Context: an optimization exercise on an open-source flow, tuned for small area, a short achievable clock period and few clock cycles. The choices shown serve that exercise and are no tape-out recipe.
The RTL of this run was laid out without a check of its function.
No activity file was given, so power comes from the tool's default toggle rates.

**design/flow/design.v**
```verilog
module md5(
    input clk,
    input reset_n,
    input done,
    input [63:0] pwd,
    output [127:0] hash_pwd,
    output en
);
reg [31:0] p, b, c, d;
reg [6:0] cnt;
reg en_r;
wire job = reset_n & done;
wire [6:0] cnt_n = !job ? 7'd0 : (cnt == 7'd68) ? cnt : cnt + 7'd1;
reg ld, hold, run, sel0, sel1;
reg [3:0] rf;      
reg [3:0] rj;      
reg [3:0] rt;      
always @(posedge clk) begin
    ld <= !job;
    hold <= (cnt_n == 7'd68);
    run <= (cnt_n >= 7'd1) && (cnt_n <= 7'd64);
    sel0 <= (cnt_n == 7'd0) | (cnt_n == 7'd19) | (cnt_n == 7'd41) | (cnt_n == 7'd48);
    sel1 <= (cnt_n == 7'd1) | (cnt_n == 7'd16) | (cnt_n == 7'd36) | (cnt_n == 7'd55);
    rf <= 4'd0; rj <= 4'd0; rt <= 4'd0;
    case (cnt_n)
        7'd1: begin rf <= 4'd1; rj <= 4'd1; rt <= 4'd8; end
        7'd2: begin rf <= 4'd1; rj <= 4'd2; rt <= 4'd8; end
        7'd3: begin rf <= 4'd1; rj <= 4'd4; rt <= 4'd8; end
        7'd4: begin rf <= 4'd1; rj <= 4'd8; rt <= 4'd4; end
        7'd5: begin rf <= 4'd1; rj <= 4'd1; rt <= 4'd8; end
        7'd6: begin rf <= 4'd1; rj <= 4'd2; rt <= 4'd8; end
        7'd7: begin rf <= 4'd1; rj <= 4'd4; rt <= 4'd8; end
        7'd8: begin rf <= 4'd1; rj <= 4'd8; rt <= 4'd4; end
        7'd9: begin rf <= 4'd1; rj <= 4'd1; rt <= 4'd8; end
        7'd10: begin rf <= 4'd1; rj <= 4'd2; rt <= 4'd8; end
        7'd11: begin rf <= 4'd1; rj <= 4'd4; rt <= 4'd8; end
        7'd12: begin rf <= 4'd1; rj <= 4'd8; rt <= 4'd4; end
        7'd13: begin rf <= 4'd1; rj <= 4'd1; rt <= 4'd8; end
        7'd14: begin rf <= 4'd1; rj <= 4'd2; rt <= 4'd8; end
        7'd15: begin rf <= 4'd1; rj <= 4'd4; rt <= 4'd8; end
        7'd16: begin rf <= 4'd1; rj <= 4'd8; rt <= 4'd4; end
        7'd17: begin rf <= 4'd2; rj <= 4'd1; rt <= 4'd2; end
        7'd18: begin rf <= 4'd2; rj <= 4'd2; rt <= 4'd1; end
        7'd19: begin rf <= 4'd2; rj <= 4'd4; rt <= 4'd1; end
        7'd20: begin rf <= 4'd2; rj <= 4'd8; rt <= 4'd1; end
        7'd21: begin rf <= 4'd2; rj <= 4'd1; rt <= 4'd2; end
        7'd22: begin rf <= 4'd2; rj <= 4'd2; rt <= 4'd1; end
        7'd23: begin rf <= 4'd2; rj <= 4'd4; rt <= 4'd1; end
        7'd24: begin rf <= 4'd2; rj <= 4'd8; rt <= 4'd1; end
        7'd25: begin rf <= 4'd2; rj <= 4'd1; rt <= 4'd2; end
        7'd26: begin rf <= 4'd2; rj <= 4'd2; rt <= 4'd1; end
        7'd27: begin rf <= 4'd2; rj <= 4'd4; rt <= 4'd1; end
        7'd28: begin rf <= 4'd2; rj <= 4'd8; rt <= 4'd1; end
        7'd29: begin rf <= 4'd2; rj <= 4'd1; rt <= 4'd2; end
        7'd30: begin rf <= 4'd2; rj <= 4'd2; rt <= 4'd1; end
        7'd31: begin rf <= 4'd2; rj <= 4'd4; rt <= 4'd1; end
        7'd32: begin rf <= 4'd2; rj <= 4'd8; rt <= 4'd1; end
        7'd33: begin rf <= 4'd4; rj <= 4'd1; rt <= 4'd1; end
        7'd34: begin rf <= 4'd4; rj <= 4'd2; rt <= 4'd4; end
        7'd35: begin rf <= 4'd4; rj <= 4'd4; rt <= 4'd4; end
        7'd36: begin rf <= 4'd4; rj <= 4'd8; rt <= 4'd8; end
        7'd37: begin rf <= 4'd4; rj <= 4'd1; rt <= 4'd1; end
        7'd38: begin rf <= 4'd4; rj <= 4'd2; rt <= 4'd4; end
        7'd39: begin rf <= 4'd4; rj <= 4'd4; rt <= 4'd4; end
        7'd40: begin rf <= 4'd4; rj <= 4'd8; rt <= 4'd8; end
        7'd41: begin rf <= 4'd4; rj <= 4'd1; rt <= 4'd1; end
        7'd42: begin rf <= 4'd4; rj <= 4'd2; rt <= 4'd4; end
        7'd43: begin rf <= 4'd4; rj <= 4'd4; rt <= 4'd4; end
        7'd44: begin rf <= 4'd4; rj <= 4'd8; rt <= 4'd8; end
        7'd45: begin rf <= 4'd4; rj <= 4'd1; rt <= 4'd1; end
        7'd46: begin rf <= 4'd4; rj <= 4'd2; rt <= 4'd4; end
        7'd47: begin rf <= 4'd4; rj <= 4'd4; rt <= 4'd4; end
        7'd48: begin rf <= 4'd4; rj <= 4'd8; rt <= 4'd8; end
        7'd49: begin rf <= 4'd8; rj <= 4'd1; rt <= 4'd4; end
        7'd50: begin rf <= 4'd8; rj <= 4'd2; rt <= 4'd2; end
        7'd51: begin rf <= 4'd8; rj <= 4'd4; rt <= 4'd2; end
        7'd52: begin rf <= 4'd8; rj <= 4'd8; rt <= 4'd2; end
        7'd53: begin rf <= 4'd8; rj <= 4'd1; rt <= 4'd4; end
        7'd54: begin rf <= 4'd8; rj <= 4'd2; rt <= 4'd2; end
        7'd55: begin rf <= 4'd8; rj <= 4'd4; rt <= 4'd2; end
        7'd56: begin rf <= 4'd8; rj <= 4'd8; rt <= 4'd2; end
        7'd57: begin rf <= 4'd8; rj <= 4'd1; rt <= 4'd4; end
        7'd58: begin rf <= 4'd8; rj <= 4'd2; rt <= 4'd2; end
        7'd59: begin rf <= 4'd8; rj <= 4'd4; rt <= 4'd2; end
        7'd60: begin rf <= 4'd8; rj <= 4'd8; rt <= 4'd2; end
        7'd61: begin rf <= 4'd8; rj <= 4'd1; rt <= 4'd4; end
        7'd62: begin rf <= 4'd8; rj <= 4'd2; rt <= 4'd2; end
        7'd63: begin rf <= 4'd8; rj <= 4'd4; rt <= 4'd2; end
        7'd64: begin rf <= 4'd8; rj <= 4'd8; rt <= 4'd2; end
        7'd65: begin rf <= 4'd0; rj <= 4'd1; rt <= 4'd8; end
        7'd66: begin rf <= 4'd0; rj <= 4'd2; rt <= 4'd8; end
        7'd67: begin rf <= 4'd0; rj <= 4'd4; rt <= 4'd8; end
        default: ;
    endcase
end
reg [31:0] kc;
always @(*) begin
    case (cnt)
        7'd0: kc = 32'h3eafc779;
        7'd1: kc = 32'he8c7b756;
        7'd2: kc = 32'h2420715b;
        7'd3: kc = 32'hc1bdceee;
        7'd4: kc = 32'hf57c0faf;
        7'd5: kc = 32'h4787c62a;
        7'd6: kc = 32'ha8304613;
        7'd7: kc = 32'hfd469501;
        7'd8: kc = 32'h698098d8;
        7'd9: kc = 32'h8b44f7af;
        7'd10: kc = 32'hffff5bb1;
        7'd11: kc = 32'h895cd7be;
        7'd12: kc = 32'h6b901122;
        7'd13: kc = 32'hfd987193;
        7'd14: kc = 32'ha67943ce;
        7'd15: kc = 32'h49b40821;
        7'd16: kc = 32'hf61e2562;
        7'd17: kc = 32'hc040b340;
        7'd18: kc = 32'h265e5a51;
        7'd19: kc = 32'he9b6c7aa;
        7'd20: kc = 32'hd62f105d;
        7'd21: kc = 32'h02441453;
        7'd22: kc = 32'hd8a1e681;
        7'd23: kc = 32'he7d3fbc8;
        7'd24: kc = 32'h21e1cde6;
        7'd25: kc = 32'hc3370816;
        7'd26: kc = 32'hf4d50d87;
        7'd27: kc = 32'h455a14ed;
        7'd28: kc = 32'ha9e3e905;
        7'd29: kc = 32'hfcefa478;
        7'd30: kc = 32'h676f02d9;
        7'd31: kc = 32'h8d2a4c8a;
        7'd32: kc = 32'hfffa3942;
        7'd33: kc = 32'h8771f681;
        7'd34: kc = 32'h6d9d6122;
        7'd35: kc = 32'hfde5384c;
        7'd36: kc = 32'ha4beea44;
        7'd37: kc = 32'h4bdecfa9;
        7'd38: kc = 32'hf6bb4b60;
        7'd39: kc = 32'hbebfbc70;
        7'd40: kc = 32'h289b7ec6;
        7'd41: kc = 32'heaa127fa;
        7'd42: kc = 32'hd4ef3085;
        7'd43: kc = 32'h04881d05;
        7'd44: kc = 32'hd9d4d039;
        7'd45: kc = 32'he6db99e5;
        7'd46: kc = 32'h1fa27cf8;
        7'd47: kc = 32'hc4ac56e5;
        7'd48: kc = 32'hf4292244;
        7'd49: kc = 32'h432aff97;
        7'd50: kc = 32'hab9423e7;
        7'd51: kc = 32'hfc93a039;
        7'd52: kc = 32'h655b59c3;
        7'd53: kc = 32'h8f0ccc92;
        7'd54: kc = 32'hffeff47d;
        7'd55: kc = 32'h85845dd1;
        7'd56: kc = 32'h6fa87e4f;
        7'd57: kc = 32'hfe2ce6e0;
        7'd58: kc = 32'ha3014314;
        7'd59: kc = 32'h4e0811a1;
        7'd60: kc = 32'hf7537e82;
        7'd61: kc = 32'hbd3af235;
        7'd62: kc = 32'h2ad7d33b;
        7'd63: kc = 32'heb86d391;
        7'd64: kc = 32'h67452301;
        7'd65: kc = 32'h10325476;
        7'd66: kc = 32'h98badcfe;
        7'd67: kc = 32'hefcdab89;
        default: kc = 32'h00000000;
    endcase
end
wire [31:0] m = ({32{sel0}} & pwd[63:32]) | ({32{sel1}} & pwd[31:0]);
wire [31:0] x = ld ? 32'd0 : d;
wire [31:0] p_next = (x + kc) + m;
wire [31:0] f = ({32{rf[0]}} & ((b & c) | (~b & d)))
              | ({32{rf[1]}} & ((d & b) | (~d & c)))
              | ({32{rf[2]}} & (b ^ c ^ d))
              | ({32{rf[3]}} & (c ^ (b | ~d)));
wire [31:0] w = p + f;
wire [31:0] wt = ({32{rt[0]}} & w)
               | ({32{rt[1]}} & {w[30:0], w[31]})
               | ({32{rt[2]}} & {w[29:0], w[31:30]})
               | ({32{rt[3]}} & {w[28:0], w[31:29]});
wire [31:0] r = ({32{rj[0]}} & {wt[27:0], wt[31:28]})
              | ({32{rj[1]}} & {wt[22:0], wt[31:23]})
              | ({32{rj[2]}} & {wt[17:0], wt[31:18]})
              | ({32{rj[3]}} & {wt[11:0], wt[31:12]});
wire [31:0] b_next = ({32{run}} & b) + r;
always @(posedge clk) begin
    cnt <= cnt_n;
    en_r <= job && (cnt == 7'd67 || cnt == 7'd68);
end
always @(posedge clk) begin
    if (ld) begin
        p <= p_next;
        b <= 32'hefcdab89;
        c <= 32'h98badcfe;
        d <= 32'h10325476;
    end else if (!hold) begin
        p <= p_next;
        b <= b_next;
        c <= b;
        d <= c;
    end
end
function [31:0] bswap(input [31:0] v);
    bswap = {v[7:0], v[15:8], v[23:16], v[31:24]};
endfunction
assign en = en_r;
assign hash_pwd = {bswap({d[6:0], d[31:7]}), bswap(p),
                   bswap({b[16:0], b[31:17]}), bswap({c[11:0], c[31:12]})};
endmodule
```
**design/flow/run.sh**
```bash
#!/bin/bash
# synth_recipe.tcl (not shown) runs the flow's synth.tcl, then flattens the netlist and writes it again
# the make line also repeats each setting of config.mk as NAME=value (left out here)
make -C /OpenROAD-flow-scripts/flow DESIGN_CONFIG=/design/flow/config.mk WORK_HOME=/design/flow/orfs CLKGATE_MAP_FILE= SYNTH_SCRIPT=/design/flow/synth_recipe.tcl finish
```
**design/flow/config.mk**
```make
export PLATFORM = sky130hd
export DESIGN_NAME = md5
export DESIGN_NICKNAME = md5
export VERILOG_FILES = /design/flow/design.v
export SDC_FILE = /design/flow/constraint.sdc
export NUM_CORES = 4
export LEC_CHECK = 0
export CAP_MARGIN = 40
export CORE_MARGIN = 2
export CORE_UTILIZATION = 14
export PLACE_DENSITY = 0.25
export SLEW_MARGIN = 30
```
**design/flow/constraint.sdc**
```tcl
create_clock -name core_clock -period 16.0 [get_ports {clk}]
set_input_delay 3.2000 -clock core_clock [delete_from_list [all_inputs] [get_ports {clk}]]
set_output_delay 3.2000 -clock core_clock [all_outputs]
set_load 0.01 [all_outputs]
```
==> run notes <==
## cell usage after synthesis, types with 40 or more instances
cell / n
inv_1: 136
and2_1: 41
nand2_1: 375
ha_1: 119
nor3_1: 65
nand3_1: 66
a22oi_1: 40
o21ai_0: 185
xnor2_1: 115
dfxtp_1: 153
clkbuf_1: 151
a31oi_1: 48
nor2_1: 219
mux2i_1: 94
a222oi_1: 52
a21oi_1: 169
o211ai_1: 45
## critical path: cells and delay by family, from the launching register on
kind,cells,cell delay [ps]
AO/OA/AOI/OAI,13,3630
AND/OR/NAND/NOR,12,2080
flip-flops,1,860
adder cells (fa/ha/maj),2,690
buffers and inverters,1,490
XOR/XNOR,1,220
## sequential cells by signal (all words and copies together) (netlist names)
register	count
sel1	1
rt	4
run	1
sel0	1
hold	1
rf	4
rj	4
en_r	1
kc	32
ld	1
d	32
c	32
cnt	7
b	32
p	32
## power by group
| part | internal [W] | switching [W] |
|---|---|---|
| registers | 0.000546 | 0.000135 |
| clock network | 0.000220 | 0.000242 |
| logic | 0.000430 | 0.000657 |
| total | 0.00120 | 0.00103 |
## layout make-up
| cell class | count | area share (%) |
|---|---|---|
| Antenna cell | 2 | 0.0211 |
| Clock buffer | 17 | 1.79 |
| Clock inverter | 15 | 0.664 |
| Inverter | 140 | 2.22 |
| Multi-Input combinational cell | 2091 | 58.3 |
| Sequential cell | 185 | 17.0 |
| Tap cell | 1781 | 9.39 |
| Timing Repair Buffer | 260 | 10.6 |
## placed cells by master (no fill, tap or decap), types with 52 or more instances in the layout
master / Yosys / routed
nor2_1: 219 / 216
xnor2_1: 115 / 115
ha_1: 119 / 119
inv_1: 136 / 135
a222oi_1: 52 / 52
dfxtp_1: 153 / 147
o21ai_0: 185 / 183
nand3_1: 66 / 66
a21oi_1: 169 / 169
nor3_1: 65 / 65
mux2i_1: 94 / 94
clkdlybuf4s50_1: 0 / 195
nand2_1: 375 / 372
buf_4: 0 / 54
## how the worst min path moves through the flow
stage / to / slack [ps] / startpoint
2_1_floorplan: en_r / 560 / cnt[2]
3_3_place_gp: d[13] / 620 / c[13]
3_5_place_dp: c[17] / 620 / hold
4_1_cts: d[29] / 640 / d[29]
5_1_grt: c[17] / 660 / hold
6_report: d[4] / 630 / d[4]
## routing by layer
metal,routed length [µm],up-vias,global-route usage [%]
li1,-,9577,-
met1,49200,10100,19.7
met2,51400,554,25.7
met3,3930,86,2.04
met4,2140,0,3.90
met5,0,-,0
## kinds of logic (layout without fill, tap and decap cells)
kind of cell,count (synthesis),count (layout),share of synthesized area [%]
adder cells (fa/ha/maj),153,153,11.4
AND/OR/NAND/NOR,912,912,21.7
flip-flops,185,185,21.1
multiplexers,96,96,5.05
other,0,2,0
XOR/XNOR,148,148,6.79
AO/OA/AOI/OAI,782,782,27.5
buffers and inverters,325,432,6.45
## stage by stage
stage | instances | area [µm²] | worst slack, ps | util [%]
2_1_floorplan | 2601 | 19100 | 9250 | -
3_3_place_gp | 4444 | 23000 | 7440 | 17.0
3_5_place_dp | 4455 | 23100 | 7640 | 17.1
4_1_cts | 4487 | 23700 | 7910 | 17.5
5_1_grt | 4489 | 23700 | 7350 | 17.5
6_report | 4491 | 23700 | 7950 | 17.5
==> results.sh <==
export IMPL_outcome="timing/DRC/antenna clean"
export IMPL_synth_ff_type="dfxtp_1"
export IMPL_vias=20300
export IMPL_ios=196
export IMPL_worst_r2r_path_depth=29
export IMPL_endpoint_kind="flop"
export IMPL_p_total_w=0.00223
export IMPL_vdd_ir_drop_max_mv=0.0504
export IMPL_ant_nets=0
export IMPL_synth_top_cell_area_share_pct=16.1
export IMPL_worst_slew_pin_slew_ps=845
export IMPL_firstDrtPassIters=12
export IMPL_die_w_um=373
export IMPL_power_density_nw_per_um2=94.0
export IMPL_cts_hold_buf=0
export IMPL_grt_pass1_vias=20200
export IMPL_post_cts_buffers=0
export IMPL_wire_per_inst_um=23.7
export IMPL_start_kind="flop"
export IMPL_async_flop_share_pct=0
export IMPL_r2r_end="b[31]"
export IMPL_drive_above_1_share_pct=5.06
export IMPL_core_area_um2=135000
export IMPL_max_freq_mhz=124
export IMPL_hpwl_mm=82.5
export IMPL_synth_warnings=1
export IMPL_start_util_pct=14.1
export IMPL_clock_sinks=185
export IMPL_h_tree_depth=4
export IMPL_cp_arrival_ps=8530
export IMPL_cts_resized_gates=0
export IMPL_power_leakage_nw=8.95
export IMPL_startpoint="rf[0]"
export IMPL_drv_cap=0
export IMPL_drc_errors=0
export IMPL_r2r_start="rf[0]"
export IMPL_hold_path_class="flop to flop"
export IMPL_overflow=0
export IMPL_setup_tns_final_ps=0
export IMPL_port_buffers=195
export IMPL_grt_max_degree=55
export IMPL_crit_required_ps=16480
export IMPL_seq_area_um2=4040
export IMPL_gp_congestion=0.872
export IMPL_syn2layout_area_growth_pct=24.4
export IMPL_drt_total_wl_mm=107
export IMPL_cts_root_buf="clkbuf_16"
export IMPL_synth_edff_count=32
export IMPL_cts_tree="built"
export IMPL_r2r_setup_slack_ps=7950
export IMPL_slowest_delay_ps=860
export IMPL_min_period_ps=8050
export IMPL_die_h_um=373
export IMPL_track_usage_pct=15.0
export IMPL_dieArea_um2=139000
export IMPL_grt_first_pass_wirelength_mm=153
export IMPL_drt_iter0_drc=1709
export IMPL_netlist_top_cells_area="dfxtp_1 16%, ha_1 7.8%, nand2_1 7.4%"
export IMPL_ys_types=91
export IMPL_ys_seq_area_share_pct=21.1
export IMPL_hold_violations=0
export IMPL_hold_path_depth=2
export IMPL_ys_ff_latch=185
export IMPL_via_per_inst=4.52
export IMPL_nets=2915
export IMPL_fin_crit_sh_pct=50.3
export IMPL_multi_input_area_um2=13800
export IMPL_synth_nets=2821
export IMPL_clkTransAtPathRegs_ps=80
export IMPL_maxSlewHeadroom_pct=43.5
export IMPL_maxSlewViolCount=0
export IMPL_cts_inserted_buffers=17
export IMPL_crit_path_end="b[31]"
export IMPL_synth_area_um2=19100
export IMPL_rsz0062_at_grt="no"
export IMPL_finalSetupViolations=0
export IMPL_skew_ps=13.4
export IMPL_netlist_instances=2601
export IMPL_antenna_found_initial=5
export IMPL_yosysTopAreaCell="dfxtp_1"
export IMPL_whs_ps=627
export IMPL_path_max_fanout=33
export IMPL_critical_path_class="flop to flop"
export IMPL_clk_path_buf_depth=2
export IMPL_cp_slowest_cell="dfxtp_2"
export IMPL_n_fill_cell=15200
export IMPL_clk_latency_ps=530
export IMPL_syn_avg_cell_area_um2=7.34
export IMPL_rows=135

[separate check: timing with driven ports]
No port has a modelled driver above. Below, the same layout with a new extraction and two added sets of constraints. Step 1 (the two cells are an assumption about what drives the block):
set clk [get_ports {clk}]
set_driving_cell -lib_cell sky130_fd_sc_hd__clkbuf_16 $clk
set_driving_cell -lib_cell sky130_fd_sc_hd__buf_2 [delete_from_list [all_inputs] $clk]
Step 2 times the ports against the registers' clock, not the clock port: input delays grow and output delays shrink by t, the midpoint of the rising clock arrivals with the driver on. Three values: ideal, step 1, step 2; two values: the first two.
t, ns: 0.597
setup slack, ns: 7.950 / 7.950 / 7.640
worst setup path after step 2: input to register
pins driven straight from the clock port: 1
After both steps this run still meets setup and hold. The setup slack of this run moves by 0.000 ns with the drivers and by -0.310 ns with both steps.
